Source: an optimization exercise on an open RTL-to-GDS flow (aim: small area). Production flows keep margins and buffers that such runs may drop.
In this exercise RTL edits were held to simulation tests only and were not proved equivalent to the original.
Power is estimated from default activity; no workload was simulated.

File: config.mk
export PLATFORM = sky130hd
export DESIGN_NAME = pwm_core
export DESIGN_NICKNAME = pwm_core
export VERILOG_FILES = /design/flow/design.v
export SDC_FILE = /design/flow/constraint.sdc
export NUM_CORES = 4
export LEC_CHECK = 0
export CAP_MARGIN = 20
export CORE_MARGIN = 2
export CORE_UTILIZATION = 40
export SLEW_MARGIN = 20
File: constraint.sdc
create_clock -name core_clock -period 14.0 [get_ports {clk_core_i}]
set_input_delay 2.8000 -clock core_clock [delete_from_list [all_inputs] [get_ports {clk_core_i}]]
set_output_delay 2.8000 -clock core_clock [all_outputs]
set_load 0.01 [all_outputs]
File: design.v
module pwm_chan (
  input               clk_i,
  input               rst_ni,
  input               pwm_en_i,
  input               invert_i,
  input               blink_en_i,
  input               htbt_en_i,
  input        [15:0] phase_delay_i,
  input        [15:0] duty_cycle_a_i,
  input        [15:0] duty_cycle_b_i,
  input        [15:0] blink_param_x_i,
  input        [15:0] blink_param_y_i,
  input        [15:0] phase_ctr_i,
  input               phase_ovf_i,      
  input        [15:0] keep_i,           
  input               cycle_end_i,
  input               clr_chan_cntr_i,
  output logic        pwm_o
);
  function automatic logic ge16(input logic [15:0] a, input logic [15:0] b);
    logic c;
    c = 1'b1;
    for (int i = 0; i < 16; i++) c = (a[i] & ~b[i]) | ((a[i] | ~b[i]) & c);
    ge16 = c;
  endfunction
  logic blink_mode, htbt_mode;
  assign blink_mode = pwm_en_i & blink_en_i;
  assign htbt_mode  = blink_mode & htbt_en_i;
  logic [15:0] pd_m;
  logic        pd_nz;
  assign pd_m  = phase_delay_i & keep_i;
  assign pd_nz = |pd_m;
  logic [15:0] rel;
  logic        rel_brw;
  always_comb begin : p_rel
    logic br;
    br = 1'b0;
    for (int i = 0; i < 16; i++) begin
      rel[i] = phase_ctr_i[i] ^ pd_m[i] ^ br;
      br = (~phase_ctr_i[i] & pd_m[i]) | (~(phase_ctr_i[i] ^ pd_m[i]) & br);
    end
    rel_brw = br;
  end
  logic rel_top;
  assign rel_top = &(rel | ~keep_i);
  logic dc_update_pending, clr_dc_update, update;
  assign clr_dc_update = phase_ovf_i ? (~rel_brw & rel_top) : (~rel_brw | rel_top);
  assign update = pwm_en_i & (pd_nz ? (dc_update_pending & clr_dc_update) : cycle_end_i);
  always_ff @(posedge clk_i or negedge rst_ni) begin
    if (!rst_ni) begin
      dc_update_pending <= 1'b0;
    end else if (clr_chan_cntr_i) begin
      dc_update_pending <= 1'b0;
    end else if (pwm_en_i) begin
      dc_update_pending <= (dc_update_pending | (cycle_end_i & pd_nz)) & ~clr_dc_update;
    end
  end
  logic [15:0] blink_ctr_q, blink_dec;
  logic        blink_end;
  logic        blink_y_phase_q;
  logic        blink_step;
  assign blink_step = blink_mode & update;
  always_comb begin : p_blink_dec
    logic z;
    z = 1'b1;
    for (int i = 0; i < 16; i++) z = z & ~blink_ctr_q[i];
    blink_end = z;
  end
  always_comb begin : p_blink_dec2
    logic z;
    z = blink_step;
    for (int i = 0; i < 16; i++) begin
      blink_dec[i] = blink_ctr_q[i] ^ z;
      z = z & ~blink_ctr_q[i];
    end
  end
  always_ff @(posedge clk_i or negedge rst_ni) begin
    if (!rst_ni) begin
      blink_ctr_q     <= '0;
      blink_y_phase_q <= 1'b0;
    end else begin
      blink_ctr_q <= (clr_chan_cntr_i | (blink_step & blink_end & (blink_y_phase_q | htbt_en_i))) ? blink_param_x_i :
                     (blink_step & blink_end) ? blink_param_y_i : blink_dec;
      if (clr_chan_cntr_i | (blink_step & blink_end)) begin
        blink_y_phase_q <= ~(clr_chan_cntr_i | blink_y_phase_q | htbt_en_i);
      end
    end
  end
  logic [15:0] dc_htbt_q;
  logic        dc_wrap_q, htbt_falling;
  logic        pos_htbt, pattern_repeat;
  assign pos_htbt       = duty_cycle_a_i < duty_cycle_b_i;
  assign pattern_repeat = (duty_cycle_a_i == duty_cycle_b_i);
  logic [15:0] htbt_lim;
  logic        htbt_at_lim;
  assign htbt_lim = (htbt_falling == pos_htbt) ? duty_cycle_a_i : duty_cycle_b_i;
  logic htbt_ge, htbt_eq;
  assign htbt_ge     = dc_htbt_q >= htbt_lim;
  assign htbt_eq     = dc_htbt_q == htbt_lim;
  assign htbt_at_lim = htbt_falling ? (~htbt_ge | htbt_eq) : htbt_ge;
  logic htbt_reverse, htbt_sub, dc_htbt_end;
  assign htbt_reverse = htbt_at_lim | dc_wrap_q;
  assign htbt_sub     = htbt_falling ^ htbt_reverse;
  assign dc_htbt_end  = htbt_mode & update & blink_end;
  logic [16:0] htbt_sum;
  always_comb begin : p_htbt_sum
    logic c;
    logic [15:0] yy;
    yy = blink_param_y_i ^ {16{htbt_sub}};
    c  = ~htbt_sub;
    for (int i = 0; i < 16; i++) begin
      htbt_sum[i] = dc_htbt_q[i] ^ yy[i] ^ c;
      c = (dc_htbt_q[i] & yy[i]) | (c & (dc_htbt_q[i] ^ yy[i]));
    end
    htbt_sum[16] = dc_wrap_q ^ htbt_sub ^ c;
  end
  always_ff @(posedge clk_i or negedge rst_ni) begin
    if (!rst_ni) begin
      htbt_falling <= 1'b0;
      dc_wrap_q    <= 1'b0;
      dc_htbt_q    <= '0;
    end else if (clr_chan_cntr_i) begin
      htbt_falling <= ~pos_htbt;
      dc_wrap_q    <= 1'b0;
      dc_htbt_q    <= duty_cycle_a_i;
    end else if (dc_htbt_end) begin
      htbt_falling <= htbt_falling ^ htbt_reverse;
      dc_wrap_q    <= ~pattern_repeat & htbt_sum[16];
      dc_htbt_q    <= pattern_repeat ? duty_cycle_a_i : htbt_sum[15:0];
    end
  end
  logic [15:0] duty_cycle_actual, dc_m;
  assign duty_cycle_actual = htbt_mode ? (dc_wrap_q ? {16{pos_htbt}} : dc_htbt_q) :
                             (blink_en_i & blink_y_phase_q) ? duty_cycle_b_i : duty_cycle_a_i;
  assign dc_m = duty_cycle_actual & keep_i;
  logic pwm_int;
  assign pwm_int = pwm_en_i & ~ge16(rel, dc_m);
  always_ff @(posedge clk_i or negedge rst_ni) begin
    if (!rst_ni) begin
      pwm_o <= 1'b0;
    end else begin
      pwm_o <= pwm_int ^ invert_i;
    end
  end
endmodule
module pwm_core #(
  parameter int unsigned NOutputs = 6,
  parameter int unsigned PhaseCntDw = 16,
  parameter int unsigned BeatCntDw = 27,
  localparam int unsigned DcResnDw = $clog2(PhaseCntDw)
) (
  input                           clk_core_i,
  input                           rst_core_ni,
  input                           cfg_qe,
  input                           cntr_en_i,
  input [DcResnDw-1:0]            dc_resn_i,
  input [BeatCntDw-1:0]           clk_div_i,
  input                           pwm_en_qe,
  input [NOutputs-1:0]            pwm_en_i,
  input                           invert_qe,
  input [NOutputs-1:0]            invert_i,
  input [NOutputs-1:0]            param_qe,
  input [NOutputs-1:0]            blink_en_i,
  input [NOutputs-1:0]            htbt_en_i,
  input [NOutputs*PhaseCntDw-1:0] phase_delay_i,
  input [NOutputs-1:0]            duty_qe,
  input [NOutputs*PhaseCntDw-1:0] duty_a_i,
  input [NOutputs*PhaseCntDw-1:0] duty_b_i,
  input [NOutputs-1:0]            blink_qe,
  input [NOutputs*PhaseCntDw-1:0] blink_x_i,
  input [NOutputs*PhaseCntDw-1:0] blink_y_i,
  output logic [NOutputs-1:0]     pwm_o
);
  logic                 cntr_en_q;
  logic [BeatCntDw-1:0] clk_div_q;
  logic [DcResnDw-1:0]  dc_resn_q;
  logic [NOutputs-1:0]  pwm_en_q, invert_q;
  logic clr_phase_cntr;
  assign clr_phase_cntr = cfg_qe & cntr_en_i & ~cntr_en_q;
  always_ff @(posedge clk_core_i or negedge rst_core_ni) begin
    if (!rst_core_ni) begin
      pwm_en_q <= '0;
      invert_q <= '0;
    end else begin
      if (pwm_en_qe) pwm_en_q <= pwm_en_i;
      if (invert_qe) invert_q <= invert_i;
    end
  end
  logic [NOutputs-1:0] clr_chan_cntr;
  assign clr_chan_cntr = ({NOutputs{pwm_en_qe}} & pwm_en_i & ~pwm_en_q) |
                         ({NOutputs{invert_qe}} & (invert_i ^ invert_q)) |
                         param_qe | duty_qe | blink_qe;
  always_ff @(posedge clk_core_i or negedge rst_core_ni) begin
    if (!rst_core_ni) begin
      cntr_en_q <= 1'b0;
      dc_resn_q <= '0;
    end else begin
      if (cfg_qe) cntr_en_q <= cntr_en_i;
      if (clr_phase_cntr) dc_resn_q <= dc_resn_i;
    end
  end
  always_ff @(posedge clk_core_i) begin
    if (clr_phase_cntr) clk_div_q <= clk_div_i;
  end
  logic                 cntr_en;
  logic [BeatCntDw-1:0] clk_div;
  logic [DcResnDw-1:0]  dc_resn;
  assign cntr_en = cfg_qe ? cntr_en_i : cntr_en_q;
  assign dc_resn = clr_phase_cntr ? dc_resn_i : dc_resn_q;
  assign clk_div = clr_phase_cntr ? clk_div_i : clk_div_q;
  logic [BeatCntDw-1:0] beat_ctr_q, beat_ctr_d;
  logic                 beat_end;
  assign beat_end = (beat_ctr_q == clk_div);
  always_comb begin : p_beat_inc
    logic c;
    c = cntr_en;
    for (int i = 0; i < BeatCntDw; i++) begin
      beat_ctr_d[i] = (beat_ctr_q[i] ^ c) & ~(cntr_en & (clr_phase_cntr | beat_end));
      c = c & beat_ctr_q[i];
    end
  end
  always_ff @(posedge clk_core_i) begin
    beat_ctr_q <= beat_ctr_d;
  end
  logic [PhaseCntDw-1:0] keep;
  assign keep = ~({1'b0, {(PhaseCntDw-1){1'b1}}} >> dc_resn);
  logic [PhaseCntDw-1:0] phase_ctr_q, phase_ctr_next;
  logic                  phase_ctr_overflow;
  always_comb begin : p_phase_next
    logic c, t;
    c = 1'b0;
    for (int i = 0; i < PhaseCntDw; i++) begin
      t = c | (keep[i] & ((i == 0) ? 1'b1 : ~keep[i-1]));
      phase_ctr_next[i] = phase_ctr_q[i] ^ t;
      c = t & phase_ctr_q[i];
    end
    phase_ctr_overflow = c;
  end
  logic cycle_end;
  assign cycle_end = beat_end & phase_ctr_overflow;
  always_ff @(posedge clk_core_i or negedge rst_core_ni) begin
    if (!rst_core_ni) begin
      phase_ctr_q <= '0;
    end else if (clr_phase_cntr) begin
      phase_ctr_q <= '0;
    end else if (beat_end & cntr_en) begin
      phase_ctr_q <= phase_ctr_next;
    end
  end
  for (genvar ii = 0; ii < NOutputs; ii++) begin : gen_chan_insts
    pwm_chan u_chan (
      .clk_i            (clk_core_i),
      .rst_ni           (rst_core_ni),
      .pwm_en_i         (pwm_en_i[ii]),
      .invert_i         (invert_i[ii]),
      .blink_en_i       (blink_en_i[ii]),
      .htbt_en_i        (htbt_en_i[ii]),
      .phase_delay_i    (phase_delay_i[ii*PhaseCntDw +: PhaseCntDw]),
      .duty_cycle_a_i   (duty_a_i[ii*PhaseCntDw +: PhaseCntDw]),
      .duty_cycle_b_i   (duty_b_i[ii*PhaseCntDw +: PhaseCntDw]),
      .blink_param_x_i  (blink_x_i[ii*PhaseCntDw +: PhaseCntDw]),
      .blink_param_y_i  (blink_y_i[ii*PhaseCntDw +: PhaseCntDw]),
      .phase_ctr_i      (phase_ctr_q),
      .phase_ovf_i      (phase_ctr_overflow),
      .keep_i           (keep),
      .cycle_end_i      (cycle_end),
      .clr_chan_cntr_i  (clr_chan_cntr[ii]),
      .pwm_o            (pwm_o[ii])
    );
  end
endmodule
File: flow/run.sh
#!/bin/bash
# Standard layout, with single-strength port buffers and no CTS dummy loads.
set -euo pipefail
export BUFFER_PORTS_ARGS="-buffer_cell sky130_fd_sc_hd__buf_1"
export CTS_ARGS="-sink_clustering_enable -repair_clock_nets -dont_use_dummy_load"
bash standard.sh > standard.log 2>&1
File: standard.sh
#!/bin/bash
# synth_recipe.tcl (not shown) runs the flow's synth.tcl, then flattens the netlist and writes it again
# the make line also repeats each setting of config.mk as NAME=value (left out here)
make -C /OpenROAD-flow-scripts/flow DESIGN_CONFIG=/design/flow/config.mk WORK_HOME=/design/flow/orfs CLKGATE_MAP_FILE= SYNTH_SCRIPT=/design/flow/synth_recipe.tcl "${@:-finish}"
==> results of run 1 <==
[synth_stat cells, types with 26 or more instances]
cell type and number:
nand4_1 63, o21ai_0 336, a211oi_1 46, inv_1 341, mux2i_1 89, fa_1 180
a21o_1 41, xor2_1 122, dfxtp_1 54, clkbuf_1 139, buf_2 26, a21oi_1 324
nor2_1 339, nor4_1 33, nand2_1 479, o211ai_1 51, ha_1 329, mux2_2 39
nand3_1 43, dfrtp_1 255, and2_1 125, a221oi_1 40, nor3_1 43, nor2b_1 39
[worst max-delay path by stage]
stage                                               end  cells after the start  slack (ps)  startpoint
4_1_cts        gen_chan_insts[0].u_chan.blink_ctr_q[15]                     48          30      cfg_qe
3_3_place_gp   gen_chan_insts[0].u_chan.blink_ctr_q[15]                     48        -520      cfg_qe
5_1_grt        gen_chan_insts[3].u_chan.blink_ctr_q[15]                     46         -20      cfg_qe
3_5_place_dp   gen_chan_insts[5].u_chan.blink_ctr_q[15]                     48        -690      cfg_qe
6_report       gen_chan_insts[3].u_chan.blink_ctr_q[14]                     44         390      cfg_qe
2_1_floorplan  gen_chan_insts[5].u_chan.blink_ctr_q[15]                     49          10      cfg_qe
[timing repair]
action	4_1_cts	5_1_grt
setup buffers	0	2
setup endpoints to repair	5	23
gates cloned	0	0
resized for setup	7	57
pin swaps	3	10
[sequential cells by signal, indices dropped and copies added, names as in the netlist, 16 cells and up]
signal	count
gen_chan_insts.u_chan.dc_htbt_q	96
gen_chan_insts.u_chan.blink_ctr_q	96
beat_ctr_q	27
phase_ctr_q	16
clk_div_q	27
[layout make-up]
| type | count | area [µm²] |
|---|---|---|
| Timing Repair Buffer | 811 | 4000 |
| Clock buffer | 41 | 1030 |
| Inverter | 345 | 1290 |
| Sequential cell | 309 | 7460 |
| Antenna cell | 21 | 52.6 |
| Fill cell | 8084 | 42000 |
| Tap cell | 1060 | 1330 |
| Multi-Input combinational cell | 3121 | 23200 |
[worst max-delay path: cells and delay by family]
kind / cells / cell delay, ps
buffers and inverters: 3 / 460
multiplexers: 2 / 520
adder cells (fa/ha/maj): 31 / 9300
AO/OA/AOI/OAI: 4 / 430
AND/OR/NAND/NOR: 4 / 590
[routing by layer]
metal | global-route usage [%] | vias up
met5 | 0 | -
met1 | 37.6 | 15000
met3 | 5.80 | 267
met4 | 11.7 | 14
met2 | 48.7 | 1139
li1 | - | 15200
[logic make-up (layout without fill, tap and decap cells)]
kind of cell,Yosys count,in the layout
other,0,21
flip-flops,309,309
multiplexers,131,131
adder cells (fa/ha/maj),526,526
XOR/XNOR,147,147
AO/OA/AOI/OAI,1065,1065
buffers and inverters,534,1197
AND/OR/NAND/NOR,1252,1252
[report_power, final]
| part | total (mW) | internal (mW) | switching (mW) |
|---|---|---|---|
| sequential | 1.09 | 0.996 | 0.0942 |
| combinational | 2.62 | 1.11 | 1.51 |
| clock | 0.922 | 0.511 | 0.411 |
| total | 4.63 | 2.62 | 2.01 |
[through the flow]
step | TNS, ps | setup slack (ps)
2_1_floorplan | 0 | 10.6
3_3_place_gp | -5170 | -524
3_5_place_dp | -8930 | -688
4_1_cts | 0 | 25.6
5_1_grt | -29.2 | -20.0
6_report | 0 | 395
==> impl_metrics.env, run 1 <==
export IMPL_outcome="complete, no violations"
export IMPL_dieWidth_um=289
export IMPL_synth_xor_area_share_pct=3.97
export IMPL_timing_rr_end="gen_chan_insts[3].u_chan.blink_ctr_q[14]"
export IMPL_postRouteAntennaNets=0
export IMPL_syn_num_nets=5032
export IMPL_synth_top_area_share_pct=19.7
export IMPL_wirelength_met1_um=52100
export IMPL_netlist_area_um2=32500
export IMPL_slowest_delay_ps=520
export IMPL_io_pins=565
export IMPL_end_kind="flip-flop"
export IMPL_area_growth_pct=18.3
export IMPL_insertion_delay_ps=610
export IMPL_synth_adder_area_share_pct=24.3
export IMPL_final_cell_mix="buf_1 (563), nand2_1 (478), inv_1 (341), nor2_1 (334), o21ai_0 (331)"
export IMPL_antenna_found_initial=31
export IMPL_synth_cell_types=95
export IMPL_max_cap_violations=0
export IMPL_max_freq_mhz=73.5
export IMPL_grt_pass1_wl_um=187000
export IMPL_criticalPathCategory="in2reg"
export IMPL_period_share_pct=97.2
export IMPL_reg2reg_from="dc_resn_q[2]"
export IMPL_critPathMaxFanout=8
export IMPL_min_to="clk_div_q[24]"
export IMPL_cp_data_required_time_ps=14490
export IMPL_wl_met2_um=58200
export IMPL_wl_per_cell_um=21.9
export IMPL_period_minus_slack_ps=13610
export IMPL_synth_top_family_by_area="adder cells"
export IMPL_ys_seq_area_share_pct=23.0
export IMPL_routed_wirelength_um=125000
export IMPL_cts_sinks=309
export IMPL_synth_compound_area_share_pct=20.2
export IMPL_path_common_cell="ha_1"
export IMPL_slew_headroom_pct=15.2
export IMPL_synth_simple_area_share_pct=17.8
export IMPL_drc=0
export IMPL_drt_pass1_iterations=6
export IMPL_synthCells=3964
export IMPL_initial_core_util_pct=40.4
export IMPL_numCtsBuffers=41
export IMPL_path_clk_slew_ps=60
export IMPL_cp_start_kind="primary input"
export IMPL_peakVddDrop_mv=0.0905
export IMPL_maxSlewViolCount=0
export IMPL_yosysTopAreaCell="dfrtp_1"
export IMPL_dr_total_vias=31600
export IMPL_holdCritStartpoint="clk_div_q[24]"
export IMPL_drive_above_1_share_pct=10.0
export IMPL_fin_worst_hold_slack_ps=463
export IMPL_dp_hpwl_um=101000
export IMPL_postLayoutCellArea_um2=38400
export IMPL_final_net_count=5697
export IMPL_synth_seq_cells=309
export IMPL_finalClockSkew_ps=70.5
export IMPL_layoutNonFillerInstCount=5708
export IMPL_viasPerCell=5.54
export IMPL_synth_edf_count=0
export IMPL_grt_start_max_net_pins=62
export IMPL_synth_ff_type="dfrtp_1"
export IMPL_hp_class="reg2reg"
export IMPL_cp_slowest_cell="fa_1"
export IMPL_first_iter_violations=2259
export IMPL_cts_hold_buf=0
export IMPL_overflow=0
export IMPL_core_um2=80400
export IMPL_met3WireLength_um=9170
export IMPL_cts_tree="yes"
export IMPL_reg2reg_slack_ps=2310
export IMPL_grt_usage_pct=29.4
export IMPL_finalHoldViolations=0
export IMPL_cp_data_arrival_time_ps=14090
export IMPL_reg2regPathDepth=43
export IMPL_rows=104
export IMPL_power_total_mw=4.63
export IMPL_async_flop_share_pct=82.5
export IMPL_gp_congestion=0.936
export IMPL_tightestPinTransition_ps=1270
export IMPL_top_layer="met5"
export IMPL_placed_cell_area_um2=37100
export IMPL_clockRootBuffer="clkbuf_16"
export IMPL_portBuffers=564
export IMPL_yosys_warnings=2
export IMPL_mostFrequentLayoutCell="buf_1"
export IMPL_final_core_util_pct=47.8
export IMPL_fp_dieArea_um2=83400
export IMPL_die_height_um=289
export IMPL_worstHoldPathCells=2
export IMPL_grt_pass1_vias=31400
export IMPL_leakage_nw=17.8
export IMPL_synthMuxAreaShare_pct=4.27
export IMPL_yosys_top_cells_area="dfrtp_1 (20%), ha_1 (13%), fa_1 (11%)"
export IMPL_clock_path_buffers=3
export IMPL_p_per_area_nw_per_um2=121
export IMPL_placed_cells=5643
export IMPL_htree_levels=2
export IMPL_synth_area_per_cell_um2=8.19
export IMPL_finalSetupViolCount=0
==> run 2, diff against run 1 <==
==> flow/run.sh (replaced) <==
#!/bin/bash
# Standard layout, with single-strength port buffers and a lighter clock tree.
set -euo pipefail
export BUFFER_PORTS_ARGS="-buffer_cell sky130_fd_sc_hd__buf_1"
export CTS_ARGS="-sink_clustering_enable -repair_clock_nets -dont_use_dummy_load -buf_list {sky130_fd_sc_hd__clkbuf_8} -root_buf sky130_fd_sc_hd__clkbuf_8 -sink_clustering_size 20 -sink_clustering_max_diameter 50"
bash standard.sh > standard.log 2>&1
--- a/config.mk
+++ b/config.mk
@@ -7,5 +7,6 @@
 export LEC_CHECK = 0
 export CAP_MARGIN = 20
 export CORE_MARGIN = 2
-export CORE_UTILIZATION = 40
+export CORE_UTILIZATION = 65
+export PLACE_DENSITY = 0.75
 export SLEW_MARGIN = 20
==> run 2 against run 1 <==
- still clean
- critical endpoint is now gen_chan_insts[4].u_chan.blink_ctr_q[15]
- routed wire length down 9.9%
- setup slack got worse by 75 ps
- largest cell class unchanged
- via count is 3.0% higher
- fmax fell by 0.55%
- total power shrank 7.3%
- largest power group unchanged
- sequential power about the same
- final cell count decreased by 8.2%
- combinational power shrank 2%
- hold slack better by 3.7 ps
- sequential cell count stayed put
- cell area down 4.1%
==> impl_metrics.env, run 2 <==
export IMPL_outcome="complete, no violations"
export IMPL_synthCells=3964
export IMPL_reg2reg_from="dc_resn_q[2]"
export IMPL_htree_levels=2
export IMPL_cts_tree="yes"
export IMPL_p_per_area_nw_per_um2=117
export IMPL_reg_top3="gen_chan_insts.u_chan.blink_ctr_q x96, gen_chan_insts.u_chan.dc_htbt_q x96"
export IMPL_io_pins=565
export IMPL_cp_slowest_cell="fa_1"
export IMPL_postRouteAntennaNets=0
export IMPL_cp_start_kind="primary input"
export IMPL_placed_cells=5159
export IMPL_synth_seq_cells=309
export IMPL_clockRootBuffer="clkbuf_8"
export IMPL_slew_headroom_pct=27.4
export IMPL_drc=0
export IMPL_clock_path_buffers=3
export IMPL_final_cell_mix="buf_1 (563), nand2_1 (479), inv_1 (341), nor2_1 (336), o21ai_0 (331)"
export IMPL_layoutNonFillerInstCount=5242
export IMPL_ys_seq_area_share_pct=23.0
export IMPL_peakVddDrop_mv=0.108
export IMPL_synth_cell_types=95
export IMPL_syn_num_nets=5032
export IMPL_synth_compound_area_share_pct=20.2
export IMPL_mostFrequentLayoutCell="buf_1"
export IMPL_dpl_worst_slack_ps=-771
export IMPL_synth_edf_count=0
export IMPL_yosys_top_cells_area="dfrtp_1 (20%), ha_1 (13%), fa_1 (11%)"
export IMPL_worstHoldPathCells=2
export IMPL_synth_top_family_by_area="adder cells"
export IMPL_cp_data_required_time_ps=14530
export IMPL_wl_per_cell_um=21.5
export IMPL_core_um2=49200
export IMPL_path_common_cell="ha_1"
export IMPL_slowest_delay_ps=510
export IMPL_gp_congestion=0.999
export IMPL_nFillCells=3970
export IMPL_fin_ws_ps=319
export IMPL_viasPerCell=6.22
export IMPL_numCtsBuffers=43
export IMPL_cp_data_arrival_time_ps=14210
export IMPL_synth_xor_area_share_pct=3.97
export IMPL_grt_usage_pct=42.8
export IMPL_die_height_um=227
export IMPL_initial_core_util_pct=66.0
export IMPL_routed_wirelength_um=112000
export IMPL_hp_class="reg2reg"
export IMPL_final_core_util_pct=74.9
export IMPL_overflow=0
export IMPL_period_minus_slack_ps=13680
export IMPL_reg2reg_slack_ps=2140
export IMPL_crit_end="gen_chan_insts[4].u_chan.blink_ctr_q[15]"
export IMPL_grt_pass1_wl_um=170000
export IMPL_finalClockSkew_ps=117
export IMPL_synth_area_per_cell_um2=8.19
export IMPL_area_growth_pct=13.5
export IMPL_portBuffers=564
export IMPL_drt_pass1_iterations=9
export IMPL_yosysTopAreaCell="dfrtp_1"
export IMPL_synthTopCellsByCount="nand2_1 (479), inv_1 (341), nor2_1 (339)"
export IMPL_maxSlewViolCount=0
export IMPL_first_iter_violations=3503
export IMPL_dp_hpwl_um=89700
export IMPL_finalSetupViolCount=0
export IMPL_max_cap_violations=0
export IMPL_dieWidth_um=227
export IMPL_path_clk_slew_ps=60
export IMPL_yosys_warnings=2
export IMPL_synth_adder_area_share_pct=24.3
export IMPL_timing_rr_end="gen_chan_insts[4].u_chan.blink_ctr_q[15]"
export IMPL_period_share_pct=97.7
export IMPL_netlist_area_um2=32500
export IMPL_placed_cell_area_um2=36000
export IMPL_synth_top_area_share_pct=19.7
export IMPL_fp_dieArea_um2=51700
export IMPL_insertion_delay_ps=680
export IMPL_synth_simple_area_share_pct=17.8
export IMPL_yosysMostFrequentCell="nand2_1"
export IMPL_rows=81
export IMPL_synthMuxAreaShare_pct=4.27
export IMPL_critPathMaxFanout=9
export IMPL_max_freq_mhz=73.1
export IMPL_grt_pass1_vias=30800
export IMPL_crit_buf_inv=3
export IMPL_cts_sinks=309
export IMPL_antenna_found_initial=45
export IMPL_synth_ff_type="dfrtp_1"
export IMPL_dr_total_vias=32600
export IMPL_final_net_count=5610
export IMPL_reg2regPathDepth=48
export IMPL_async_flop_share_pct=82.5
export IMPL_startpoint="cfg_qe"
export IMPL_leakage_nw=17.2
export IMPL_drive_above_1_share_pct=8.02
export IMPL_crit_family="adder cells"
export IMPL_criticalPathCategory="in2reg"
export IMPL_postLayoutCellArea_um2=36800
export IMPL_fin_worst_hold_slack_ps=467
export IMPL_worst_path_stages=49
export IMPL_finalHoldViolations=0
export IMPL_end_kind="flip-flop"
export IMPL_grt_start_max_net_pins=159
export IMPL_tightestPinTransition_ps=1070
[run 2: changes by cell type in the layout (fill, tap and decap cells not counted), moves of 8 or more]
cell,delta
clkbuf_16,-41
buf_4,-89
fa_2,-8
fa_1,+8
diode_2,+17
clkbuf_8,+43
[run 2: metrics by stage]
step | TNS, ps | power (mW)
after detailed placement | -10340 | 3.59
after global placement | -5230 | 3.52
after global routing | -33.0 | 4.63
after floorplan | 0 | 2.81
after CTS | 0 | 4.22
final | 0 | 4.29
[run 2: cells by family (layout without fill, tap and decap cells)]
family / after synthesis / count (layout)
AND/OR/NAND/NOR: 1252 / 1252
AO/OA/AOI/OAI: 1065 / 1065
buffers and inverters: 534 / 1110
adder cells (fa/ha/maj): 526 / 526
flip-flops: 309 / 309
XOR/XNOR: 147 / 147
multiplexers: 131 / 131
other: 0 / 38
[run 2: routing by layer]
metal,vias up,wire length [µm],track usage (%)
li1,15000,-,-
met4,24,8070,26.7
met3,486,11900,10.3
met2,1847,49100,65.6
met1,15200,43200,54.7
met5,-,159,0
[run 2: final cells by class]
| cell class | instances | area [µm²] | share of cell area (%) |
|---|---|---|---|
| diodes | 38 | 95.1 | 0.258 |
| clock buffers | 43 | 592 | 1.61 |
| inverters | 345 | 1290 | 3.52 |
| multi-input cells | 3121 | 23200 | 63.0 |
| flip-flops and latches | 309 | 7460 | 20.3 |
| well taps | 664 | 831 | 2.26 |
| repair buffers | 722 | 3340 | 9.08 |
[run 2: where the power goes]
part | internal, mW | switching [mW] | total [mW] | leakage [nW]
sequential | 0.995 | 0.0990 | 1.09 | 3.50
clock | 0.271 | 0.355 | 0.626 | 0.309
combinational | 1.08 | 1.49 | 2.57 | 13.4
total | 2.34 | 1.95 | 4.29 | 17.2
[run 2: worst reg2reg max path, delay by kind of cell, from the launching register on]
| kind | cells | cell delay (ps) |
|---|---|---|
| fa+ha+maj | 31 | 9190 |
| simple gates | 7 | 910 |
| compound gates | 6 | 570 |
| buf+inv | 2 | 320 |
| xor+xnor | 1 | 150 |
| mux | 1 | 120 |
| flops | 1 | 490 |
[run 2: repair_timing]
| item | in CTS | in global routing |
|---|---|---|
| endpoints found under the setup margin | 3 | 21 |
| pin swaps | 2 | 7 |
| hold buffers | 0 | 0 |
| resized for setup | 7 | 47 |
| hold endpoints to repair | 0 | 0 |
| buffers inserted | 0 | 2 |
[run 2: worst min path at each step]
| stage | start | end | slack (ps) |
|---|---|---|---|
| after floorplan | clk_div_q[10] | clk_div_q[10] | 440 |
| after global placement | clk_div_q[8] | clk_div_q[8] | 450 |
| after detailed placement | clk_div_q[13] | clk_div_q[13] | 450 |
| after CTS | clk_div_q[10] | clk_div_q[10] | 470 |
| after global routing | clk_div_q[10] | clk_div_q[10] | 490 |
| final | clk_div_q[10] | clk_div_q[10] | 470 |
==> run 3, diff against run 2 <==
--- a/design.v
+++ b/design.v
@@ -55,7 +55,7 @@
       dc_update_pending <= (dc_update_pending | (cycle_end_i & pd_nz)) & ~clr_dc_update;
     end
   end
-  logic [15:0] blink_ctr_q, blink_dec;
+  logic [15:0] blink_ctr_q, blink_dec, blink_low0;
   logic        blink_end;
   logic        blink_y_phase_q;
   logic        blink_step;
@@ -63,17 +63,13 @@
   always_comb begin : p_blink_dec
     logic z;
     z = 1'b1;
-    for (int i = 0; i < 16; i++) z = z & ~blink_ctr_q[i];
+    for (int i = 0; i < 16; i++) begin
+      blink_low0[i] = z;
+      z = z & ~blink_ctr_q[i];
+    end
     blink_end = z;
   end
-  always_comb begin : p_blink_dec2
-    logic z;
-    z = blink_step;
-    for (int i = 0; i < 16; i++) begin
-      blink_dec[i] = blink_ctr_q[i] ^ z;
-      z = z & ~blink_ctr_q[i];
-    end
-  end
+  assign blink_dec = blink_ctr_q ^ (blink_low0 & {16{blink_step}});
   always_ff @(posedge clk_i or negedge rst_ni) begin
     if (!rst_ni) begin
       blink_ctr_q     <= '0;
@@ -208,19 +204,19 @@
   assign cntr_en = cfg_qe ? cntr_en_i : cntr_en_q;
   assign dc_resn = clr_phase_cntr ? dc_resn_i : dc_resn_q;
   assign clk_div = clr_phase_cntr ? clk_div_i : clk_div_q;
-  logic [BeatCntDw-1:0] beat_ctr_q, beat_ctr_d;
+  logic [BeatCntDw-1:0] beat_ctr_q, beat_ctr_nxt;
   logic                 beat_end;
   assign beat_end = (beat_ctr_q == clk_div);
   always_comb begin : p_beat_inc
     logic c;
     c = cntr_en;
     for (int i = 0; i < BeatCntDw; i++) begin
-      beat_ctr_d[i] = (beat_ctr_q[i] ^ c) & ~(cntr_en & (clr_phase_cntr | beat_end));
+      beat_ctr_nxt[i] = (beat_ctr_q[i] ^ c) & ~(cntr_en & (clr_phase_cntr | beat_end));
       c = c & beat_ctr_q[i];
     end
   end
   always_ff @(posedge clk_core_i) begin
-    beat_ctr_q <= beat_ctr_d;
+    beat_ctr_q <= beat_ctr_nxt;
   end
   logic [PhaseCntDw-1:0] keep;
   assign keep = ~({1'b0, {(PhaseCntDw-1){1'b1}}} >> dc_resn);
==> run 3 against run 2 <==
- clock power grew 8.1%
- setup slack gained 320 ps
- largest cell class unchanged
- highest routed layer unchanged
- fmax grew 2.4%
- global-route usage grew 0.54 points
- die area grew 0.27%
- area after synthesis grew 0.28%
- non-clock buffer count shrank 74
- sequential share of layout area grew 0.27 points
==> impl_metrics.env, run 3 <==
export IMPL_cts_setup_buffers=0
export IMPL_startpoint="duty_a_i[7]"
export IMPL_top_usage_layer="met2"
export IMPL_leakage_nw=16.1
export IMPL_final_cell_mix="buf_1 (563), nand2_1 (439), o21ai_0 (390), inv_1 (334), nor2_1 (304)"
export IMPL_drt_pass1_iterations=8
export IMPL_path_clk_slew_ps=70
export IMPL_area_growth_pct=11.6
export IMPL_clock_path_buffers=3
export IMPL_reg2reg_slack_ps=2840
export IMPL_slowest_delay_ps=630
export IMPL_cts_sinks=309
export IMPL_routed_wirelength_um=114000
export IMPL_post_cts_resized=0
export IMPL_period_minus_slack_ps=13360
export IMPL_clockRootBuffer="clkbuf_8"
export IMPL_io_pins=565
export IMPL_maxSlewViolCount=0
export IMPL_grt_pass1_wl_um=176000
export IMPL_reg_top3="gen_chan_insts.u_chan.blink_ctr_q x96, gen_chan_insts.u_chan.dc_htbt_q x96"
export IMPL_criticalPathCategory="in2reg"
export IMPL_dp_hpwl_um=90300
export IMPL_antenna_found_initial=55
export IMPL_timing_rr_end="gen_chan_insts[2].u_chan.blink_ctr_q[13]"
export IMPL_placed_cells=5118
export IMPL_yosys_top_cells_area="dfrtp_1 (20%), fa_1 (11%), ha_1 (9.4%)"
export IMPL_finalSetupViolCount=0
export IMPL_reg2regPathDepth=33
export IMPL_outcome="complete, no violations"
export IMPL_final_net_count=5481
export IMPL_synthCells=3986
export IMPL_fin_ws_ps=643
export IMPL_tightestPinTransition_ps=1070
export IMPL_cp_slowest_cell="or4b_2"
export IMPL_cts_hold_buf=0
export IMPL_synth_ff_type="dfrtp_1"
export IMPL_slew_headroom_pct=29.0
export IMPL_initial_core_util_pct=65.4
export IMPL_synth_top_area_share_pct=19.6
export IMPL_async_flop_share_pct=82.5
export IMPL_synth_edf_count=0
export IMPL_synth_area_per_cell_um2=8.17
export IMPL_cp_data_required_time_ps=14530
export IMPL_rsz0062_at_grt="false"
export IMPL_dieWidth_um=228
export IMPL_gr_usage_met2_pct=66.1
export IMPL_syn_num_nets=4970
export IMPL_holdCritStartpoint="clk_div_q[12]"
export IMPL_first_iter_violations=3432
export IMPL_yosys_warnings=2
export IMPL_fp_dieArea_um2=51900
export IMPL_netlist_area_um2=32500
export IMPL_end_kind="flip-flop"
export IMPL_htree_levels=2
export IMPL_finalHoldViolations=0
export IMPL_wl_per_cell_um=22.0
export IMPL_core_um2=49800
export IMPL_rows=82
export IMPL_peakVddDrop_mv=0.110
export IMPL_synthTopCellsByCount="nand2_1 (439), o21ai_0 (391), inv_1 (334)"
export IMPL_drive_above_1_share_pct=5.67
export IMPL_yosysMostFrequentCell="nand2_1"
export IMPL_viasPerCell=6.32
export IMPL_drc=0
export IMPL_yosysTopAreaCell="dfrtp_1"
export IMPL_grt_start_max_net_pins=159
export IMPL_dpl_worst_slack_ps=-4.08
export IMPL_reg2reg_from="cntr_en_q"
export IMPL_synth_seq_cells=309
export IMPL_critPathMaxFanout=6
export IMPL_grt_pass1_vias=31300
export IMPL_cp_start_kind="primary input"
export IMPL_hp_class="reg2reg"
export IMPL_max_cap_violations=0
export IMPL_overflow=0
export IMPL_ys_seq_area_share_pct=22.9
export IMPL_cts_tree="yes"
export IMPL_synth_cell_types=96
export IMPL_path_common_cell="fa_1"
export IMPL_die_height_um=228
export IMPL_postRouteAntennaNets=0
export IMPL_worstHoldPathCells=1
export IMPL_finalClockSkew_ps=108
export IMPL_min_to="clk_div_q[12]"
export IMPL_grt_usage_pct=43.4
export IMPL_grt_use_met3_pct=11.5
export IMPL_max_freq_mhz=74.9
export IMPL_portBuffers=564
export IMPL_dr_total_vias=33000
export IMPL_period_share_pct=95.4
export IMPL_insertion_delay_ps=700
export IMPL_p_per_area_nw_per_um2=120
export IMPL_numCtsBuffers=49
export IMPL_layoutNonFillerInstCount=5216
export IMPL_cp_data_arrival_time_ps=13890
export IMPL_mostFrequentLayoutCell="buf_1"
export IMPL_gp_congestion=1.01
export IMPL_gr_usage_met1_pct=56.4
## run 3: cell types whose count changed after synthesis, sizes merged, moves of 14 or more
cell,before,now
a21oi,326,300
and2,125,89
buf,50,36
ha,329,245
mux2,40,59
nand2,479,440
nor2,341,305
o21ai,346,415
o31ai,11,25
xnor2,25,47
xor2,122,154
## run 3: cells by family after synthesis
family | share of synthesized area [%]
AOI/OAI and AO/OA | 22.1
xor gates and xnor gates | 5.41
adders and majority gates | 21.0
buffers and inverters | 6.37
DFF | 22.9
muxes | 5.07
and+or+nand+nor | 17.1
## run 3: critical path: cells and delay by family
kind / cells / cell delay (ps)
XOR/XNOR: 2 / 450
AO/OA/AOI/OAI: 11 / 2100
AND/OR/NAND/NOR: 8 / 1420
adder cells (fa/ha/maj): 17 / 6670
multiplexers: 1 / 170
buffers and inverters: 3 / 240
## run 3: per-layer routing
layer | part of all wire, % | wire length [µm]
met1 | 39 | 44100
met2 | 44 | 50100
met3 | 12 | 13700
met5 | 0.15 | 177
met4 | 5.7 | 6490
## run 3: how the worst max path moves through the flow
stage	end	cells past startpoint
floorplan	gen_chan_insts[0].u_chan.dc_wrap_q	45
global placement	gen_chan_insts[0].u_chan.dc_wrap_q	42
detailed placement	gen_chan_insts[0].u_chan.dc_wrap_q	42
CTS	gen_chan_insts[0].u_chan.dc_wrap_q	42
global route	gen_chan_insts[0].u_chan.dc_wrap_q	42
finish	gen_chan_insts[0].u_chan.dc_wrap_q	42
## run 3: where the power goes
part	switching [mW]	internal (mW)	total, mW
Combinational	1.49	1.06	2.55
Clock	0.371	0.306	0.677
Sequential	0.116	0.998	1.11
Total	1.98	2.36	4.34
## run 3: metrics by stage
stage	cell area [µm²]	hold WS (ps)	util, %	TNS, ps	power (mW)
3_5_place_dp	35500	466	71.4	-4.08	3.60
4_1_cts	36200	486	72.8	0	4.29
2_1_floorplan	32600	454	-	0	2.86
5_1_grt	36300	498	72.9	0	4.68
6_report	36300	486	73.0	0	4.34
3_3_place_gp	35500	459	71.4	0	3.55
## run 3: final cells by class
cell class	instances	area [µm²]
Clock buffer	49	674
Inverter	339	1270
Multi-Input combinational cell	3150	23200
Tap cell	672	841
Sequential cell	309	7460
Antenna cell	49	123
Fill cell	4172	13400
Timing Repair Buffer	648	2790
==> run 4, diff against run 3 <==
--- a/design.v
+++ b/design.v
@@ -90,10 +90,7 @@
   logic [15:0] htbt_lim;
   logic        htbt_at_lim;
   assign htbt_lim = (htbt_falling == pos_htbt) ? duty_cycle_a_i : duty_cycle_b_i;
-  logic htbt_ge, htbt_eq;
-  assign htbt_ge     = dc_htbt_q >= htbt_lim;
-  assign htbt_eq     = dc_htbt_q == htbt_lim;
-  assign htbt_at_lim = htbt_falling ? (~htbt_ge | htbt_eq) : htbt_ge;
+  assign htbt_at_lim = htbt_falling ? (htbt_lim >= dc_htbt_q) : (dc_htbt_q >= htbt_lim);
   logic htbt_reverse, htbt_sub, dc_htbt_end;
   assign htbt_reverse = htbt_at_lim | dc_wrap_q;
   assign htbt_sub     = htbt_falling ^ htbt_reverse;
==> run 4 against run 3 <==
- sequential share of layout area increased by 0.15 points
- combinational power grew about 40%
- critical path depth grew 1
- die area decreased by 0.71%
==> impl_metrics.env, run 4 <==
export IMPL_insertion_delay_ps=670
export IMPL_portBuffers=564
export IMPL_leakage_nw=16.1
export IMPL_criticalPathCategory="in2reg"
export IMPL_area_growth_pct=11.6
export IMPL_core_um2=49100
export IMPL_power_total_mw=5.32
export IMPL_grt_pass1_wl_um=170000
export IMPL_synthTopCellsByCount="nand2_1 (495), o21ai_0 (429), inv_1 (311)"
export IMPL_intPower_mw=2.75
export IMPL_clockRootBuffer="clkbuf_8"
export IMPL_yosysMostFrequentCell="nand2_1"
export IMPL_cp_data_required_time_ps=14560
export IMPL_yosys_top_cells_area="dfrtp_1 (20%), fa_1 (11%), ha_1 (9.5%)"
export IMPL_switching_share_pct=48.2
export IMPL_synth_seq_cells=309
export IMPL_netlist_area_um2=32300
export IMPL_syn_num_nets=4921
export IMPL_reg2reg_from="cntr_en_q"
export IMPL_viasPerCell=6.30
export IMPL_gp_congestion=1.03
export IMPL_final_net_count=5431
export IMPL_synth_top_area_share_pct=19.7
export IMPL_grt_start_max_net_pins=144
export IMPL_outcome="complete, no violations"
export IMPL_synth_area_per_cell_um2=8.21
export IMPL_first_iter_violations=3092
export IMPL_dp_hpwl_um=89700
export IMPL_mostFrequentLayoutCell="buf_1"
export IMPL_antenna_found_initial=49
export IMPL_tightestPinTransition_ps=1080
export IMPL_clock_path_buffers=3
export IMPL_finalSetupViolCount=0
export IMPL_yosys_warnings=2
export IMPL_grt_pass1_vias=30600
export IMPL_maxSlewViolCount=0
export IMPL_yosysTopAreaCell="dfrtp_1"
export IMPL_initial_core_util_pct=65.9
export IMPL_max_cap_violations=0
export IMPL_period_minus_slack_ps=13330
export IMPL_reg2regPathDepth=35
export IMPL_drt_pass1_iterations=8
export IMPL_async_flop_share_pct=82.5
export IMPL_fp_dieArea_um2=51500
export IMPL_numCtsBuffers=42
export IMPL_max_freq_mhz=75.0
export IMPL_slew_headroom_pct=28.3
export IMPL_layoutNonFillerInstCount=5146
export IMPL_drc=0
export IMPL_switchingPower_mw=2.57
export IMPL_end_kind="flip-flop"
export IMPL_placed_cell_area_um2=35400
export IMPL_finalHoldViolations=0
export IMPL_cts_hold_buf=0
export IMPL_period_share_pct=95.2
export IMPL_htree_levels=2
export IMPL_postRouteAntennaNets=0
export IMPL_final_cell_mix="buf_1 (563), nand2_1 (495), o21ai_0 (427), inv_1 (311), dfrtp_1 (255)"
export IMPL_synth_edf_count=0
export IMPL_min_to="gen_chan_insts[1].u_chan.dc_htbt_q[9]"
export IMPL_reg2reg_slack_ps=2670
export IMPL_overflow=0
export IMPL_pwr_share_clk_pct=11.5
export IMPL_die_height_um=227
export IMPL_cts_tree="yes"
export IMPL_crit_buf_inv=5
export IMPL_cp_data_arrival_time_ps=13890
export IMPL_cp_slowest_cell="or4_1"
export IMPL_postLayoutCellArea_um2=36100
export IMPL_cts_sinks=309
export IMPL_seqPwrFrac_pct=21.5
export IMPL_synthCells=3937
export IMPL_rsz0062_at_grt="false"
export IMPL_synth_cell_types=92
export IMPL_combPwrFrac_pct=67.0
export IMPL_rows=81
export IMPL_peakVddDrop_mv=0.112
export IMPL_drive_above_1_share_pct=6.03
export IMPL_crit_family="adder cells"
export IMPL_grt_usage_pct=43.1
export IMPL_path_clk_slew_ps=90
export IMPL_cp_start_kind="primary input"
export IMPL_holdCritStartpoint="gen_chan_insts[1].u_chan.dc_htbt_q[9]"
export IMPL_timing_rr_end="gen_chan_insts[4].u_chan.dc_htbt_q[14]"
export IMPL_path_common_cell="fa_1"
export IMPL_synth_ff_type="dfrtp_1"
export IMPL_routed_wirelength_um=113000
export IMPL_p_per_area_nw_per_um2=147
export IMPL_slowest_delay_ps=610
export IMPL_critPathMaxFanout=11
export IMPL_dieWidth_um=227
export IMPL_finalClockSkew_ps=72.1
export IMPL_worstHoldPathCells=2
export IMPL_wl_per_cell_um=21.9
export IMPL_ys_seq_area_share_pct=23.1
export IMPL_setup_tns_ps=0
export IMPL_hp_class="reg2reg"
export IMPL_final_core_util_pct=73.5
export IMPL_reg_top3="gen_chan_insts.u_chan.blink_ctr_q x96, gen_chan_insts.u_chan.dc_htbt_q x96"
export IMPL_placed_cells=5067
export IMPL_io_pins=565
export IMPL_dr_total_vias=32400
==> run 4: cell count changes in the layout (fill, tap and decap cells not counted), moves of 14 or more <==
cell | before | now
a21oi_1 | 293 | 205
nor2_1 | 304 | 222
nand2_1 | 439 | 495
o21ai_0 | 390 | 427
inv_1 | 334 | 311
and2_1 | 88 | 110
a21o_1 | 39 | 56
a211oi_1 | 50 | 35
mux2_2 | 46 | 60
o21ai_1 | 23 | 37
==> run 4: area by class of cell <==
class	instances	area, µm²
Antenna cell	37	92.6
Tap cell	664	831
Fill cell	4077	13000
Sequential cell	309	7460
Inverter	311	1170
Multi-Input combinational cell	3134	23100
Timing Repair Buffer	649	2800
Clock buffer	42	578
==> run 4: worst reg2reg max path: cells and delay by family (launching register included) <==
family / cells / cell delay, ps
adder cells (fa/ha/maj): 16 / 6150
flip-flops: 1 / 390
multiplexers: 1 / 290
AO/OA/AOI/OAI: 8 / 1750
buffers and inverters: 4 / 550
AND/OR/NAND/NOR: 6 / 2090
==> run 4: through the flow <==
stage / hold slack (ps) / worst slack (ps)
finish: 480 / 668
global route: 510 / 69.2
CTS: 480 / 730
detailed placement: 471 / 92.7
global placement: 461 / 191
floorplan: 450 / 48.7
==> run 4: timing repair <==
item                                    in CTS  in global routing
setup buffers                                0                  0
gates resized for setup                      0                  1
endpoints found under the setup margin       0                  1
==> run 4: kinds of logic after synthesis <==
logic type	synth area share (%)
multiplexers	4.62
buffers and inverters	5.97
flip-flops	23.1
XOR/XNOR	5.18
AND/OR/NAND/NOR	17.8
adder cells (fa/ha/maj)	21.2
AO/OA/AOI/OAI	22.1
==> run 4: how the worst max path moves through the flow <==
stage / startpoint / end / cells past startpoint / slack, ps
2_1_floorplan: duty_b_i[49] / gen_chan_insts[3].u_chan.dc_wrap_q / 46 / 50
3_3_place_gp: duty_b_i[10] / gen_chan_insts[0].u_chan.dc_wrap_q / 43 / 190
3_5_place_dp: duty_b_i[49] / gen_chan_insts[3].u_chan.dc_wrap_q / 45 / 90
4_1_cts: duty_b_i[49] / gen_chan_insts[3].u_chan.dc_wrap_q / 45 / 730
5_1_grt: duty_b_i[15] / gen_chan_insts[0].u_chan.dc_wrap_q / 43 / 70
6_report: duty_b_i[15] / gen_chan_insts[0].u_chan.dc_wrap_q / 43 / 670
==> run 4: power by group through the flow <==
stage          Sequential (mW)  Combinational, mW  Clock [mW]
2_1_floorplan             1.11               2.48           0
3_3_place_gp              1.15               3.37           0
3_5_place_dp              1.15               3.44           0
4_1_cts                   1.14               3.47       0.613
5_1_grt                   1.16               3.94       0.649
6_report                  1.14               3.56       0.611
==> run 4: metal layers <==
metal	GRT usage [%]	share of wire [%]	vias up
met5	0	0.20	-
met4	24.5	6.1	36
met3	12.7	12	432
met2	65.4	43	1800
met1	55.0	38	15200
li1	-	-	14900
==> run 5, diff against run 4 <==
--- a/config.mk
+++ b/config.mk
@@ -5,8 +5,8 @@
 export SDC_FILE = /design/flow/constraint.sdc
 export NUM_CORES = 4
 export LEC_CHECK = 0
-export CAP_MARGIN = 20
+export CAP_MARGIN = 0
 export CORE_MARGIN = 2
 export CORE_UTILIZATION = 65
 export PLACE_DENSITY = 0.75
-export SLEW_MARGIN = 20
+export SLEW_MARGIN = 0
==> run 5 against run 4 <==
- synthesized cell count unchanged
- sequential power about the same
- global-route usage unchanged
- hold slack about the same
- final cell count about the same
- critical path depth unchanged
==> impl_metrics.env, run 5 <==
export IMPL_leakage_nw=16.1
export IMPL_multiInputGateArea_um2=23100
export IMPL_layoutNonFillerInstCount=5149
export IMPL_clockRootBuffer="clkbuf_8"
export IMPL_synth_ff_type="dfrtp_1"
export IMPL_netlist_area_um2=32300
export IMPL_syn_num_nets=4921
export IMPL_cp_data_required_time_ps=14550
export IMPL_drc=0
export IMPL_overflow=0
export IMPL_initial_core_util_pct=65.9
export IMPL_critPathMaxFanout=11
export IMPL_max_cap_violations=0
export IMPL_core_um2=49100
export IMPL_first_iter_violations=3155
export IMPL_drive_above_1_share_pct=5.98
export IMPL_reg_top3="gen_chan_insts.u_chan.blink_ctr_q x96, gen_chan_insts.u_chan.dc_htbt_q x96"
export IMPL_postRouteAntennaNets=0
export IMPL_dr_total_vias=32300
export IMPL_path_clk_slew_ps=90
export IMPL_nFillCells=4076
export IMPL_finalSetupViolCount=0
export IMPL_grt_pass1_vias=30600
export IMPL_rows=81
export IMPL_slowest_delay_ps=610
export IMPL_final_net_count=5431
export IMPL_peakVddDrop_mv=0.112
export IMPL_end_kind="flip-flop"
export IMPL_postLayoutCellArea_um2=36100
export IMPL_viasPerCell=6.28
export IMPL_regArea_um2=7460
export IMPL_yosys_warnings=2
export IMPL_cp_slowest_cell="or4_1"
export IMPL_synth_top_area_share_pct=19.7
export IMPL_numCtsBuffers=42
export IMPL_die_height_um=227
export IMPL_insertion_delay_ps=680
export IMPL_yosys_top_cells_area="dfrtp_1 (20%), fa_1 (11%), ha_1 (9.5%)"
export IMPL_mostFrequentLayoutCell="buf_1"
export IMPL_placed_cell_area_um2=35400
export IMPL_area_growth_pct=11.6
export IMPL_p_per_area_nw_per_um2=147
export IMPL_synth_edf_count=0
export IMPL_antenna_found_initial=49
export IMPL_clock_path_buffers=3
export IMPL_fin_worst_hold_slack_ps=480
export IMPL_finalHoldViolations=0
export IMPL_drt_pass1_iterations=9
export IMPL_setup_tns_ps=0
export IMPL_period_minus_slack_ps=13330
export IMPL_synthCells=3937
export IMPL_io_pins=565
export IMPL_grt_pass1_wl_um=170000
export IMPL_yosysTopAreaCell="dfrtp_1"
export IMPL_hp_class="reg2reg"
export IMPL_outcome="complete, no violations"
export IMPL_path_common_cell="fa_1"
export IMPL_finalClockSkew_ps=68.0
export IMPL_synth_cell_types=92
export IMPL_wl_per_cell_um=21.9
export IMPL_cts_sinks=309
export IMPL_grt_start_max_net_pins=144
export IMPL_slew_headroom_pct=18.6
export IMPL_synth_seq_cells=309
export IMPL_dieWidth_um=227
export IMPL_maxSlewViolCount=0
export IMPL_ys_seq_area_share_pct=23.1
export IMPL_tightestPinTransition_ps=1210
export IMPL_cts_tree="yes"
export IMPL_yosysMostFrequentCell="nand2_1"
export IMPL_grt_usage_pct=43.1
export IMPL_cts_hold_buf=0
export IMPL_async_flop_share_pct=82.5
export IMPL_cp_start_kind="primary input"
export IMPL_routed_wirelength_um=113000
export IMPL_final_cell_mix="buf_1 (563), nand2_1 (495), o21ai_0 (427), inv_1 (311), dfrtp_1 (255)"
export IMPL_criticalPathCategory="in2reg"
export IMPL_fp_dieArea_um2=51500
export IMPL_portBuffers=564
export IMPL_synthTopCellsByCount="nand2_1 (495), o21ai_0 (429), inv_1 (311)"
export IMPL_synth_area_per_cell_um2=8.21
export IMPL_htree_levels=2
export IMPL_rsz0062_at_grt="false"
export IMPL_cp_data_arrival_time_ps=13880
export IMPL_placed_cells=5067
export IMPL_period_share_pct=95.2
export IMPL_dp_hpwl_um=89700
export IMPL_max_freq_mhz=75.0
export IMPL_gp_congestion=1.03
run 5: final timing paths:
| kind | start | endpoint | slack, ps | cells past startpoint |
|---|---|---|---|---|
| max in group asynchronous | rst_core_ni | invert_q[2] | 10310 | 2 |
| min | gen_chan_insts[1].u_chan.dc_htbt_q[9] | gen_chan_insts[1].u_chan.dc_htbt_q[9] | 480 | 2 |
| min in group asynchronous | rst_core_ni | gen_chan_insts[0].u_chan.blink_ctr_q[12] | 2260 | 1 |
| max reg2reg | cntr_en_q | gen_chan_insts[4].u_chan.dc_htbt_q[14] | 2660 | 35 |
| max | duty_b_i[15] | gen_chan_insts[0].u_chan.dc_wrap_q | 670 | 43 |
| min reg2reg | gen_chan_insts[1].u_chan.dc_htbt_q[9] | gen_chan_insts[1].u_chan.dc_htbt_q[9] | 480 | 2 |
run 5: through the flow:
step | worst slack (ps) | power [mW] | util, %
floorplan | 48.7 | 3.59 | -
global placement | 191 | 4.52 | 72.1
detailed placement | 92.7 | 4.60 | 72.1
CTS | 730 | 5.22 | 73.3
global route | 69.2 | 5.75 | 73.4
finish | 672 | 5.31 | 73.5
run 5: cells by family (layout without fill, tap and decap cells):
| family | Yosys count | count (layout) | share of synthesized area [%] |
|---|---|---|---|
| DFF | 309 | 309 | 23.1 |
| buffers and inverters | 494 | 1002 | 5.97 |
| AOI/OAI and AO/OA | 1152 | 1152 | 22.1 |
| muxes | 141 | 141 | 4.62 |
| adders and majority gates | 444 | 444 | 21.2 |
| and+or+nand+nor | 1206 | 1206 | 17.8 |
| other | 0 | 40 | 0 |
| xor gates and xnor gates | 191 | 191 | 5.18 |
run 5: critical path: cells and delay by family:
kind,cells,cell delay (ps)
compound gates,9,1700
xor+xnor,3,840
simple gates,8,1150
buf+inv,5,570
mux,1,210
fa+ha+maj,17,6590
run 5: where the power goes:
group,switching [mW],internal [mW]
clock network,0.347,0.264
registers,0.123,1.02
logic,2.09,1.47
run 5: cell type report:
class                   count  share of cell area, %
repair buffers            649                   7.75
flip-flops and latches    309                   20.7
well taps                 664                   2.30
diodes                     40                  0.278
inverters                 311                   3.24
clock buffers              42                   1.60
multi-input cells        3134                   64.1
run 5: timing repair:
action | CTS | global route
setup buffers | 0 | 0
gates resized for setup | 0 | 1
endpoints found under the setup margin | 0 | 1
run 5: routing by layer:
| layer | GRT usage [%] | vias up | wire length [µm] |
|---|---|---|---|
| met1 | 55.0 | 15100 | 42900 |
| met5 | 0 | - | 212 |
| li1 | - | 14900 | - |
| met2 | 65.4 | 1837 | 49100 |
| met3 | 12.7 | 406 | 13600 |
| met4 | 24.5 | 34 | 6660 |
==> run 6, diff against run 5 <==
==> flow/run.sh (replaced) <==
#!/bin/bash
# Standard layout, with single-strength port buffers and a lighter clock tree.
set -euo pipefail
export BUFFER_PORTS_ARGS="-buffer_cell sky130_fd_sc_hd__buf_1"
export CTS_ARGS="-sink_clustering_enable -repair_clock_nets -dont_use_dummy_load -buf_list {sky130_fd_sc_hd__clkbuf_4} -root_buf sky130_fd_sc_hd__clkbuf_8 -sink_clustering_size 10 -sink_clustering_max_diameter 40"
bash standard.sh > standard.log 2>&1
--- a/config.mk
+++ b/config.mk
@@ -5,8 +5,8 @@
 export SDC_FILE = /design/flow/constraint.sdc
 export NUM_CORES = 4
 export LEC_CHECK = 0
-export CAP_MARGIN = 0
+export CAP_MARGIN = 20
 export CORE_MARGIN = 2
 export CORE_UTILIZATION = 65
 export PLACE_DENSITY = 0.75
-export SLEW_MARGIN = 0
+export SLEW_MARGIN = 20
==> run 6 against run 5 <==
- non-clock buffer count unchanged
- utilization shrank 0.17 points
- synthesized cell count unchanged
- routed wire length fell by 0.22%
- die area unchanged
- critical path depth unchanged
- setup slack lost 27 ps
- critical path type unchanged
- largest cell class unchanged
- largest power group unchanged
==> impl_metrics.env, run 6 <==
export IMPL_outcome="complete, no violations"
export IMPL_cp_slowest_cell="or4_1"
export IMPL_grt_pass1_vias=30600
export IMPL_syn_num_nets=4921
export IMPL_cts_hold_buf=0
export IMPL_first_iter_violations=3118
export IMPL_fin_ws_ps=645
export IMPL_yosysTopAreaCell="dfrtp_1"
export IMPL_final_core_util_pct=73.4
export IMPL_routed_wirelength_um=112000
export IMPL_yosys_top_cells_area="dfrtp_1 (20%), fa_1 (11%), ha_1 (9.5%)"
export IMPL_dr_total_vias=32400
export IMPL_finalSetupViolCount=0
export IMPL_area_growth_pct=11.4
export IMPL_hp_class="reg2reg"
export IMPL_criticalPathCategory="in2reg"
export IMPL_postRouteAntennaNets=0
export IMPL_htree_levels=2
export IMPL_fp_dieArea_um2=51500
export IMPL_die_height_um=227
export IMPL_initial_core_util_pct=65.9
export IMPL_insertion_delay_ps=690
export IMPL_ys_seq_area_share_pct=23.1
export IMPL_grt_start_max_net_pins=144
export IMPL_tightestPinTransition_ps=1110
export IMPL_core_um2=49100
export IMPL_leakage_nw=16.1
export IMPL_cts_sinks=309
export IMPL_wl_per_cell_um=21.7
export IMPL_finalHoldViolations=0
export IMPL_crit_buf_inv=5
export IMPL_max_freq_mhz=74.9
export IMPL_cp_data_required_time_ps=14540
export IMPL_overflow=0
export IMPL_synth_ff_type="dfrtp_1"
export IMPL_setup_tns_ps=0
export IMPL_finalClockSkew_ps=102
export IMPL_grt_usage_pct=43.0
export IMPL_io_pins=565
export IMPL_path_common_cell="fa_1"
export IMPL_slew_headroom_pct=26.3
export IMPL_peakVddDrop_mv=0.0989
export IMPL_yosysMostFrequentCell="nand2_1"
export IMPL_cp_start_kind="primary input"
export IMPL_period_share_pct=95.4
export IMPL_cts_tree="yes"
export IMPL_clockRootBuffer="clkbuf_8"
export IMPL_netlist_area_um2=32300
export IMPL_async_flop_share_pct=82.5
export IMPL_end_kind="flip-flop"
export IMPL_drt_pass1_iterations=6
export IMPL_path_clk_slew_ps=90
export IMPL_crit_family="adder cells"
export IMPL_slowest_delay_ps=610
export IMPL_viasPerCell=6.26
export IMPL_synth_cell_types=92
export IMPL_mostFrequentLayoutCell="buf_1"
export IMPL_grt_pass1_wl_um=169000
export IMPL_synthCells=3937
export IMPL_numCtsBuffers=59
export IMPL_gp_congestion=1.03
export IMPL_rsz0062_at_grt="false"
export IMPL_yosys_warnings=2
export IMPL_antenna_found_initial=52
export IMPL_cp_data_arrival_time_ps=13900
export IMPL_maxSlewViolCount=0
export IMPL_critPathMaxFanout=11
export IMPL_p_per_area_nw_per_um2=146
export IMPL_synth_area_per_cell_um2=8.21
export IMPL_period_minus_slack_ps=13360
export IMPL_max_cap_violations=0
export IMPL_drc=0
export IMPL_synth_top_area_share_pct=19.7
export IMPL_final_cell_mix="buf_1 (563), nand2_1 (495), o21ai_0 (427), inv_1 (311), dfrtp_1 (255)"
export IMPL_dieWidth_um=227
export IMPL_final_net_count=5448
export IMPL_synthTopCellsByCount="nand2_1 (495), o21ai_0 (429), inv_1 (311)"
export IMPL_rows=81
export IMPL_synth_edf_count=0
export IMPL_dpl_worst_slack_ps=92.7
export IMPL_portBuffers=564
export IMPL_drive_above_1_share_pct=6.39
export IMPL_synth_seq_cells=309
export IMPL_clock_path_buffers=3
export IMPL_dp_hpwl_um=89700
export IMPL_reg_top3="gen_chan_insts.u_chan.blink_ctr_q x96, gen_chan_insts.u_chan.dc_htbt_q x96"
-- run 6: cell counts after synthesis --
Identical to the previous run, type by type.
-- run 6: worst reg2reg max path, delay by kind of cell (launching register included) --
kind	cells	cell delay, ps
adders and majority gates	16	6150
and+or+nand+nor	7	2190
AOI/OAI and AO/OA	7	1610
buffers and inverters	4	540
DFF	1	380
muxes	1	290
-- run 6: area by class of cell --
type	instances	area, µm²
diodes	44	110
clock buffers	59	474
inverters	311	1170
flip-flops and latches	309	7460
fillers	4091	13100
well taps	664	831
repair buffers	649	2800
multi-input cells	3134	23100
-- run 6: cells by family (layout without fill, tap and decap cells) --
kind of cell | Yosys count | count (layout) | share of synthesized area (%)
AOI/OAI and AO/OA | 1152 | 1152 | 22.1
adders and majority gates | 444 | 444 | 21.2
and+or+nand+nor | 1206 | 1206 | 17.8
buffers and inverters | 494 | 1019 | 5.97
muxes | 141 | 141 | 4.62
DFF | 309 | 309 | 23.1
xor gates and xnor gates | 191 | 191 | 5.18
other | 0 | 44 | 0
-- run 6: where the power goes --
part / leakage (nW) / switching [mW] / internal (mW) / total (mW)
combinational: 12.3 / 2.09 / 1.47 / 3.56
sequential: 3.50 / 0.122 / 1.02 / 1.14
clock: 0.285 / 0.338 / 0.208 / 0.546
total: 16.1 / 2.55 / 2.69 / 5.25
-- run 6: path summary, 6_finish.rpt --
path	from	to	cells after the start	slack (ps)
min in group asynchronous	rst_core_ni	gen_chan_insts[0].u_chan.blink_ctr_q[12]	1	2260
setup reg to reg	cntr_en_q	gen_chan_insts[4].u_chan.dc_wrap_q	35	2690
hold / removal	clk_div_q[14]	clk_div_q[14]	1	480
setup / recovery	duty_b_i[15]	gen_chan_insts[0].u_chan.dc_wrap_q	43	640
hold reg to reg	clk_div_q[14]	clk_div_q[14]	1	480
max in group asynchronous	rst_core_ni	phase_ctr_q[6]	2	10340
-- run 6: through the flow --
stage                     cells  power [mW]  cell area [µm²]  hold WS [ps]
final                      5170        5.25            36000           482
after global routing       5152        5.68            35900           511
after CTS                  5126        5.16            35900           483
after detailed placement   5067        4.60            35400           471
after global placement     5067        4.52            35400           461
after floorplan            3937        3.59            32300           450
-- run 6: what timing repair did --
item,CTS,global route
gates resized for setup,0,1
setup buffers,0,0
endpoints found under the setup margin,0,1
-- run 6: layer usage --
layer	global-route usage, %	up-vias	part of all wire (%)
met5	0	-	0.15
li1	-	15000	-
met2	64.8	1811	43
met4	25.2	26	6.2
met3	12.6	424	12
met1	55.0	15100	38
==> run 7, diff against run 6 <==
--- a/config.mk
+++ b/config.mk
@@ -7,6 +7,6 @@
 export LEC_CHECK = 0
 export CAP_MARGIN = 20
 export CORE_MARGIN = 2
-export CORE_UTILIZATION = 65
-export PLACE_DENSITY = 0.75
+export CORE_UTILIZATION = 70
+export PLACE_DENSITY = 0.8
 export SLEW_MARGIN = 20
==> run 7 against run 6 <==
- largest power group unchanged
- utilization up 5.4 points
- via count up 2.6%
- synthesized cell count unchanged
- final cell count down 1.4%
- still clean
- combinational power up 1%
- total power up 0.65%
- die area down 7.0%
==> impl_metrics.env, run 7 <==
export IMPL_postLayoutCellArea_um2=35800
export IMPL_htree_levels=2
export IMPL_dr_total_vias=33200
export IMPL_outcome="complete, no violations"
export IMPL_cts_tree="yes"
export IMPL_reg2reg_slack_ps=2500
export IMPL_finalClockSkew_ps=110
export IMPL_hp_class="reg2reg"
export IMPL_initial_core_util_pct=71.0
export IMPL_ys_seq_area_share_pct=23.1
export IMPL_grt_start_max_net_pins=72
export IMPL_final_net_count=5437
export IMPL_drive_above_1_share_pct=6.18
export IMPL_dp_hpwl_um=89300
export IMPL_yosysTopAreaCell="dfrtp_1"
export IMPL_clockRootBuffer="clkbuf_8"
export IMPL_synth_area_per_cell_um2=8.21
export IMPL_path_common_cell="fa_1"
export IMPL_finalHoldViolations=0
export IMPL_slowest_delay_ps=640
export IMPL_postRouteAntennaNets=0
export IMPL_critPathMaxFanout=33
export IMPL_tightestPinTransition_ps=1090
export IMPL_peakVddDrop_mv=0.106
export IMPL_cp_slowest_cell="or4_1"
export IMPL_yosysMostFrequentCell="nand2_1"
export IMPL_min_to="clk_div_q[26]"
export IMPL_period_minus_slack_ps=13350
export IMPL_end_kind="flip-flop"
export IMPL_grt_usage_pct=46.6
export IMPL_routed_wirelength_um=113000
export IMPL_cts_sinks=309
export IMPL_max_cap_violations=0
export IMPL_synth_cell_types=92
export IMPL_antenna_found_initial=47
export IMPL_leakage_nw=16.1
export IMPL_insertion_delay_ps=690
export IMPL_cp_data_arrival_time_ps=13800
export IMPL_setup_tns_ps=0
export IMPL_nFillCells=3375
export IMPL_synthCells=3937
export IMPL_drt_pass1_iterations=8
export IMPL_period_share_pct=95.4
export IMPL_maxSlewViolCount=0
export IMPL_worstHoldPathCells=1
export IMPL_criticalPathCategory="in2reg"
export IMPL_overflow=0
export IMPL_clock_path_buffers=3
export IMPL_synth_seq_cells=309
export IMPL_core_um2=45500
export IMPL_mostFrequentLayoutCell="buf_1"
export IMPL_cts_setup_buffers=0
export IMPL_yosys_warnings=2
export IMPL_dieWidth_um=219
export IMPL_rsz0062_at_grt="false"
export IMPL_final_cell_mix="buf_1 (563), nand2_1 (495), o21ai_0 (427), inv_1 (311), dfrtp_1 (255)"
export IMPL_placed_cells=4995
export IMPL_io_pins=565
export IMPL_yosys_top_cells_area="dfrtp_1 (20%), fa_1 (11%), ha_1 (9.5%)"
export IMPL_slew_headroom_pct=26.8
export IMPL_first_iter_violations=3697
export IMPL_netlist_area_um2=32300
export IMPL_portBuffers=564
export IMPL_multiInputGateArea_um2=23100
export IMPL_finalSetupViolCount=0
export IMPL_fp_dieArea_um2=47900
export IMPL_grt_pass1_wl_um=172000
export IMPL_viasPerCell=6.51
export IMPL_rows=78
export IMPL_numCtsBuffers=56
export IMPL_max_freq_mhz=74.9
==> run 7: power by group <==
part	total, mW	switching [mW]	internal [mW]
Combinational	3.60	2.12	1.48
Sequential	1.14	0.123	1.02
Clock	0.541	0.342	0.199
==> run 7: worst max-delay path: cells and delay by family <==
kind	cells	cell delay, ps
compound gates	7	1780
buf+inv	5	720
fa+ha+maj	16	6150
mux	1	250
simple gates	6	2060
==> run 7: cells by family after synthesis <==
family                     share of synthesized area [%]
AOI/OAI and AO/OA                                   22.1
xor gates and xnor gates                            5.18
adders and majority gates                           21.2
buffers and inverters                               5.97
DFF                                                 23.1
muxes                                               4.62
and+or+nand+nor                                     17.8
==> run 7: layer usage <==
layer  vias up  global-route usage, %  part of all wire, %
li1      15000                      -                    -
met1     15500                   58.4                   37
met2      2201                   70.8                   43
met3       531                   13.5                   13
met4        30                   29.2                  7.1
met5         -                      0                 0.16
==> run 7: how the worst max path moves through the flow <==
stage / from / to / slack, ps / cells past startpoint
2_1_floorplan: duty_b_i[49] / gen_chan_insts[3].u_chan.dc_wrap_q / 50 / 46
3_3_place_gp: duty_b_i[15] / gen_chan_insts[0].u_chan.dc_wrap_q / 300 / 37
3_5_place_dp: duty_a_i[15] / gen_chan_insts[0].u_chan.dc_wrap_q / 160 / 41
4_1_cts: duty_a_i[15] / gen_chan_insts[0].u_chan.dc_wrap_q / 810 / 36
5_1_grt: duty_b_i[15] / gen_chan_insts[0].u_chan.dc_wrap_q / 100 / 43
6_report: cfg_qe / gen_chan_insts[4].u_chan.blink_ctr_q[10] / 650 / 35
==> run 7: cell type report <==
cell class                      count  area share [%]
Sequential cell                   309            20.8
Antenna cell                       46           0.322
Multi-Input combinational cell   3134            64.6
Tap cell                          600            2.10
Clock buffer                       56            1.26
Timing Repair Buffer              641            7.61
Inverter                          311            3.26
==> run 7: per-stage QoR <==
stage	hold slack [ps]	setup WS (ps)	power (mW)
finish	498	650	5.28
CTS	499	813	5.17
global route	510	101	5.68
detailed placement	476	160	4.60
global placement	464	295	4.52
floorplan	450	48.7	3.59

Setup slack of run 7, layout unchanged: 0.650 ns with ideal ports, 0.685 ns with driving cells assumed (clock clkbuf_16, inputs buf_2), -0.009 ns with port delays also shifted by the 0.694 ns mid clock arrival.
